What follows belongs to an exercise in optimizing a design on an open flow for small area; a production flow would make more cautious choices.
Where RTL was checked, it was by simulation tests only, not by an equivalence proof against the original.
Power and IR drop assume default switching activity.

// uart
module uart #(
    parameter DATA_WIDTH = 8,
    parameter FIFO_DEPTH = 16
) (
    input  logic        clk_i,
    input  logic        rst_ni,
    input  logic        stb_i,
    input  logic [ 1:0] adr_i,
    input  logic [ 3:0] byte_sel_i,
    input  logic        we_i,
    input  logic [31:0] dat_i,
    output logic [31:0] dat_o,
    input  logic        uart_rx_i,
    output logic        uart_tx_o
);
  logic [15:0] baud_div_reg;
  logic        tx_en_reg, rx_en_reg;
  logic        tx_full, tx_empty, rx_full, rx_empty;
  logic [ 7:0] rx_byte;
  logic [ 1:0] rd_adr;   
  logic [ 3:0] status_q;   
  uart_tx uart_tx_inst (
      .clk_i     (clk_i),
      .rst_ni    (rst_ni),
      .baud_div_i(baud_div_reg),
      .tx_we_i   (stb_i && we_i && adr_i == 2'd3),
      .tx_en_i   (tx_en_reg),
      .din_i     (dat_i[7:0]),
      .empty_o   (tx_empty),
      .full_o    (tx_full),
      .tx_bit_o  (uart_tx_o)
  );
  uart_rx uart_rx_inst (
      .clk_i     (clk_i),
      .rst_ni    (rst_ni),
      .baud_div_i(baud_div_reg),
      .rx_re_i   (stb_i && !we_i && adr_i == 2'd3 && !rx_empty),
      .rx_en_i   (rx_en_reg),
      .rx_bit_i  (uart_rx_i),
      .dout_o    (rx_byte),
  ...
clock: 10.0 ns
lec_check: 0
cap_margin: 20
core_margin: 2
core_utilization: 40
cts_buf_list: sky130_fd_sc_hd__clkbuf_4
place_density: 0.6
slew_margin: 20
run.sh (not shown) runs the stock make flow with config.mk's settings and CLKGATE_MAP_FILE= SYNTH_SCRIPT=/design/flow/synth_recipe.tcl, a recipe that flattens the netlist after the stock synthesis.
Edit:
==> flow/flow/run.sh (new file) <==
#!/bin/bash
# Standard layout with two changes: clock tree without dummy loads, and
# port buffers of the smallest buffer cell.
set -euo pipefail
export CTS_ARGS="-sink_clustering_enable -repair_clock_nets -dont_use_dummy_load"
export BUFFER_PORTS_ARGS="-buffer_cell sky130_fd_sc_hd__buf_1"
bash standard.sh > standard.log 2>&1
==> flow/standard.sh (new file) <==
#!/bin/bash
# synth_recipe.tcl (not shown) runs the flow's synth.tcl, then flattens the netlist and writes it again
# the make line also repeats each setting of config.mk as NAME=value (left out here)
make -C /OpenROAD-flow-scripts/flow DESIGN_CONFIG=/design/flow/config.mk WORK_HOME=/design/flow/orfs CLKGATE_MAP_FILE= SYNTH_SCRIPT=/design/flow/synth_recipe.tcl "${@:-finish}"
Settings changed: CTS_BUF_LIST sky130_fd_sc_hd__clkbuf_4 to default.
removed: flow/run.sh
Result: First-iteration DRC count goes up by a quarter to a third; area after synthesis stays the same; power decreases by a few percent; die area does not change; routed wire length decreases by a few percent; critical path depth went down by 1; fmax goes up by roughly a tenth; core utilization came out lower by 1.3 points.
Edit:
--- a/flow/flow/run.sh
+++ b/flow/flow/run.sh
@@ -5 +5 @@
-export CTS_ARGS="-sink_clustering_enable -repair_clock_nets -dont_use_dummy_load"
+export CTS_ARGS="-sink_clustering_enable -repair_clock_nets -dont_use_dummy_load -buf_list sky130_fd_sc_hd__clkbuf_8 -sink_clustering_size 20 -sink_clustering_max_diameter 40"
=>
- synthesized cell count stays the same
- register-to-register slack improves by 20 ps
- die area does not change
- via count is about the same
- total power went down by a little under a tenth
- final cell count is higher slightly
- combinational power stays flat
- clock-buffer cell count went up by 10
- core utilization went down by 0.79 points
- worst hold slack hardly moves

---

the previous run:
uart, a different RTL version from the one above (not shown whole).
Size in the first run: ~890 cells after synthesis, roughly 350 flip-flops, roughly 15,000 µm² of cells after synthesis.
==> flow/config.mk <==
export PLATFORM = sky130hd
export DESIGN_NAME = uart
export DESIGN_NICKNAME = uart
export VERILOG_FILES = /design/flow/design.v
export SDC_FILE = /design/flow/constraint.sdc
export NUM_CORES = 4
export LEC_CHECK = 0
export CAP_MARGIN = 20
export CORE_MARGIN = 2
export CORE_UTILIZATION = 40
export PLACE_DENSITY = 0.6
export SLEW_MARGIN = 20
==> flow/constraint.sdc <==
create_clock -name core_clock -period 10.0 [get_ports {clk_i}]
set_input_delay 2.0000 -clock core_clock [delete_from_list [all_inputs] [get_ports {clk_i}]]
set_output_delay 2.0000 -clock core_clock [all_outputs]
set_load 0.01 [all_outputs]
standard.sh (not shown) runs the stock make flow with config.mk's settings and CLKGATE_MAP_FILE= SYNTH_SCRIPT=/design/flow/synth_recipe.tcl, a recipe that flattens the netlist after the stock synthesis.
==> flow/flow/run.sh <==
#!/bin/bash
# Standard layout with two changes: clock tree without dummy loads, and
# port buffers of the smallest buffer cell.
set -euo pipefail
export CTS_ARGS="-sink_clustering_enable -repair_clock_nets -dont_use_dummy_load -buf_list sky130_fd_sc_hd__clkbuf_16 -sink_clustering_size 30 -sink_clustering_max_diameter 50"
export BUFFER_PORTS_ARGS="-buffer_cell sky130_fd_sc_hd__buf_1"
bash standard.sh > standard.log 2>&1
The previous run finished every stage and its layout cleared the timing, design-rule and antenna checks.
### the previous run -> the current run
==> flow/flow/run.sh <==
#!/bin/bash
# Standard layout with two changes: clock tree without dummy loads, and
# port buffers of the smallest buffer cell.
set -euo pipefail
export CTS_ARGS="-sink_clustering_enable -repair_clock_nets -dont_use_dummy_load -buf_list sky130_fd_sc_hd__clkbuf_8 -sink_clustering_size 20 -sink_clustering_max_diameter 40"
export BUFFER_PORTS_ARGS="-buffer_cell sky130_fd_sc_hd__buf_1"
bash standard.sh > standard.log 2>&1
[summary]
Every stage of the flow completed for the current run, and the final layout passed the timing, design-rule and antenna checks. Summary: with the previous run as the reference, detailed route wirelength on metal2 in the current run moved up slightly. Count of flip-flops and latches across the current run and the previous run: no real change. Higher slew at the pin closest to its max-slew limit goes to the current run over the previous run. The current run packs its core looser than the previous run. The current run ended with less power share of the clock group than the previous run. Comparing the previous run against the current run, there is no change at all in core region area.
No run of this note included a check of the RTL's function; only the layout flow was run.

---

RTL: one of the versions met above, not the one the previous note started from.
Size: about 350 flip-flops, about 76 I/O pins, ~0.015 mm² of cells after synthesis.
make LEC_CHECK=0 CAP_MARGIN=20 CORE_MARGIN=2 CORE_UTILIZATION=40 CTS_BUF_LIST=sky130_fd_sc_hd__clkbuf_8 CTS_CLUSTER_DIAMETER=40 CTS_CLUSTER_SIZE=20 PLACE_DENSITY=0.6 SLEW_MARGIN=20 finish   # period 10.0 ns
run.sh (not shown) runs the stock make flow with config.mk's settings and CLKGATE_MAP_FILE= SYNTH_SCRIPT=/design/flow/synth_recipe.tcl, a recipe that flattens the netlist after the stock synthesis.
Stock flow here: none of the scripts above is used.
Next try:
Settings changed: CTS_BUF_LIST sky130_fd_sc_hd__clkbuf_8 to sky130_fd_sc_hd__clkbuf_16, CTS_CLUSTER_DIAMETER 40 to 60, CTS_CLUSTER_SIZE 20 to 30.
Power rises by a few percent.
Cell area grows slightly.
Global-route usage came out lower by 0.52 points.
Routed wire length goes down slightly.
Core utilization rose by 0.16 points.
Register-to-register slack stays flat.
Next try:
Settings changed: CTS_BUF_LIST sky130_fd_sc_hd__clkbuf_16 to default, CTS_CLUSTER_DIAMETER 60 to default, CTS_CLUSTER_SIZE 30 to default.
Synthesized area does not change. Cell count is higher by 0.87%. Clock skew is lower by 0.025 ns. Wire length is higher by 1.1%.

---

Another version of the RTL of uart (not shown whole).
Size in the first run: about 980 cells after synthesis, ~76 I/O pins, roughly 14000 um^2 of cells after synthesis.
==> flow/config.mk <==
export PLATFORM = sky130hd
export DESIGN_NAME = uart
export DESIGN_NICKNAME = uart
export VERILOG_FILES = /design/flow/design.v
export SDC_FILE = /design/flow/constraint.sdc
export NUM_CORES = 4
export LEC_CHECK = 0
export CAP_MARGIN = 20
export CORE_MARGIN = 2
export CORE_UTILIZATION = 75
export PLACE_DENSITY = 0.85
export SLEW_MARGIN = 20
==> flow/constraint.sdc <==
create_clock -name core_clock -period 10.0 [get_ports {clk_i}]
set_input_delay 2.0000 -clock core_clock [delete_from_list [all_inputs] [get_ports {clk_i}]]
set_output_delay 2.0000 -clock core_clock [all_outputs]
set_load 0.01 [all_outputs]
standard.sh (not shown) runs the stock make flow with config.mk's settings and CLKGATE_MAP_FILE= SYNTH_SCRIPT=/design/flow/synth_recipe.tcl, a recipe that flattens the netlist after the stock synthesis.
==> flow/flow/run.sh <==
#!/bin/bash
# The standard layout (standard.sh) with these changes:
# - synthesis: the standard synthesis script, except that ABC maps the logic
#   with an area-oriented script (flow/abc_area.script). Flip-flop mapping and
#   register names are those of the standard synthesis.
# - clock tree: no dummy loads; clkbuf_8 buffers; sink clusters of up to 18
#   flip-flops within 60 um.
# - port buffers: buf_1.
# - one tie cell drives all constant outputs.
# Each tool's output goes to the ORFS logs under orfs/logs; make's output to
# standard.log.
set -euo pipefail
W=$PWD
sed "s#^source \$::env(SCRIPTS_DIR)/synth_preamble.tcl#&\nset abc_args [lreplace \$abc_args 1 1 $W/flow/abc_area.script]#" \
  "$FLOW_HOME/scripts/synth.tcl" > synth_area.tcl
sed "s#source \$::env(SCRIPTS_DIR)/synth.tcl#source $W/synth_area.tcl#" synth_recipe.tcl > synth_recipe_area.tcl
sed "s#SYNTH_SCRIPT=[^ ]*#SYNTH_SCRIPT=$W/synth_recipe_area.tcl#" standard.sh > standard_area.sh
grep -q "abc_area.script" synth_area.tcl
grep -q "synth_area.tcl" synth_recipe_area.tcl
grep -q "synth_recipe_area.tcl" standard_area.sh
export CTS_ARGS="-sink_clustering_enable -repair_clock_nets -dont_use_dummy_load -buf_list sky130_fd_sc_hd__clkbuf_8 -sink_clustering_size 18 -sink_clustering_max_diameter 80"
export SKIP_REPAIR_TIE_FANOUT=1
export BUFFER_PORTS_ARGS="-buffer_cell sky130_fd_sc_hd__buf_1"
bash standard_area.sh > standard.log 2>&1
==> flow/flow/abc_area.script <==
strash
ifraig
dc2
dch -f
amap -m -F 4 -A 8
The first run completed without violations.
Then changed:
==> flow/flow/run.sh (replaced) <==
#!/bin/bash
# Standard layout with two changes: clock tree without dummy loads, and
# port buffers of the smallest buffer cell.
set -euo pipefail
export CTS_ARGS="-sink_clustering_enable -repair_clock_nets -dont_use_dummy_load -buf_list sky130_fd_sc_hd__clkbuf_4 sky130_fd_sc_hd__clkbuf_8 -sink_clustering_size 16 -sink_clustering_max_diameter 30"
export BUFFER_PORTS_ARGS="-buffer_cell sky130_fd_sc_hd__buf_1"
bash standard.sh > standard.log 2>&1
- CORE_UTILIZATION: 75 -> 65
- PLACE_DENSITY: 0.85 -> 0.8
removed: flow/flow/abc_area.script
Effect: This time the run stopped in clock tree synthesis; synthesized cell count drops by about 13%; synthesized area climbs by about 4.5%.
Then changed:
==> flow/flow/run.sh (replaced) <==
#!/bin/bash
# The standard layout (standard.sh) with these changes:
# - synthesis: the standard synthesis script, except that ABC maps the logic
#   with an area-oriented script (flow/abc_area.script). Flip-flop mapping and
#   register names are those of the standard synthesis.
# - clock tree: no dummy loads; clkbuf_8 buffers; sink clusters of up to 18
#   flip-flops within 60 um.
# - port buffers: buf_1.
# - one tie cell drives all constant outputs.
# Each tool's output goes to the ORFS logs under orfs/logs; make's output to
# standard.log.
set -euo pipefail
W=$PWD
sed "s#^source \$::env(SCRIPTS_DIR)/synth_preamble.tcl#&\nset abc_args [lreplace \$abc_args 1 1 $W/flow/abc_area.script]#" \
  "$FLOW_HOME/scripts/synth.tcl" > synth_area.tcl
sed "s#source \$::env(SCRIPTS_DIR)/synth.tcl#source $W/synth_area.tcl#" synth_recipe.tcl > synth_recipe_area.tcl
sed "s#SYNTH_SCRIPT=[^ ]*#SYNTH_SCRIPT=$W/synth_recipe_area.tcl#" standard.sh > standard_area.sh
grep -q "abc_area.script" synth_area.tcl
grep -q "synth_area.tcl" synth_recipe_area.tcl
grep -q "synth_recipe_area.tcl" standard_area.sh
export CTS_ARGS="-sink_clustering_enable -repair_clock_nets -dont_use_dummy_load -buf_list sky130_fd_sc_hd__clkbuf_8 -sink_clustering_size 18 -sink_clustering_max_diameter 60"
export SKIP_REPAIR_TIE_FANOUT=1
export BUFFER_PORTS_ARGS="-buffer_cell sky130_fd_sc_hd__buf_1"
bash standard_area.sh > standard.log 2>&1
==> flow/flow/abc_area.script (new file) <==
&get -n
&st
&dc2
&dch -f
&nf -p -R 1000 -C 32 -F 8 -A 4
&put
- CORE_UTILIZATION: 65 -> 75
- PLACE_DENSITY: 0.8 -> 0.85
With this change the flow completed with no timing, DRC or antenna violations.
Synthesized area drops by 3.2%.
Synthesized cell count climbs by 9.3%.
Then changed:
==> flow/flow/abc_area.script (replaced) <==
strash
ifraig
dc2
dch -f
amap -m -F 4 -A 8
- CAP_MARGIN: 20 -> 0
- SLEW_MARGIN: 20 -> 0
Via count came out higher by a little under a tenth.
Synthesized area falls slightly.
Core utilization falls by 0.20 points.
Wire length is lower slightly.
Clock skew rises by 4.5 ps.
Clock power goes up by a few percent.
Fmax goes down by roughly a tenth.
Total power is higher by a few percent.

-- separate check: timing with driven ports --
How much do the figures lean on ideal ports? The routed layouts below were timed once more, with nothing changed but the port constraints.
Step 1 sets driving cells, clkbuf_16 on the clock port and buf_2 on the other inputs (assumed; they add their load-dependent delay and slew).
Step 2 moves the port delays by t, midway between the first and last clock arrival at a register: inputs arrive t later, outputs are due t later. That takes back most of the time a late clock gives input paths.
a / b / c = ideal / step 1 / step 2; a / b = the first two.
| run | t (ns) | setup slack, ns | worst slew at a driven data input, ns |
|---|---|---|---|
| the first run of note 1 | 0.774 | 4.203 / 4.156 / 4.812 | 0.04 |
| the second run of note 1 | 0.546 | 4.727 / 4.675 / 5.026 | 0.06 |
| the third run of note 1 | 0.611 | 4.646 / 4.598 / 4.991 | 0.06 |
| the previous run | 0.552 | 4.180 / 4.180 / 4.180 | 0.08 |
| the current run | 0.598 | 4.174 / 4.174 / 4.174 | 0.08 |
| the first run of note 3 | 0.656 | 4.381 / 4.333 / 4.794 | 0.04 |
| the second run of note 3 | 0.615 | 4.383 / 4.332 / 4.787 | 0.04 |
| the third run of note 3 | 0.571 | 4.440 / 4.389 / 4.791 | 0.04 |
| the first run of note 4 | 0.597 | 3.681 / 3.681 / 3.681 | 0.04 |
| the third run of note 4 | 0.573 | 4.304 / 4.260 / 4.408 | 0.05 |
| the fourth run of note 4 | 0.583 | 3.677 / 3.677 / 3.677 | 0.04 |
After both steps every run listed still meets setup and hold.
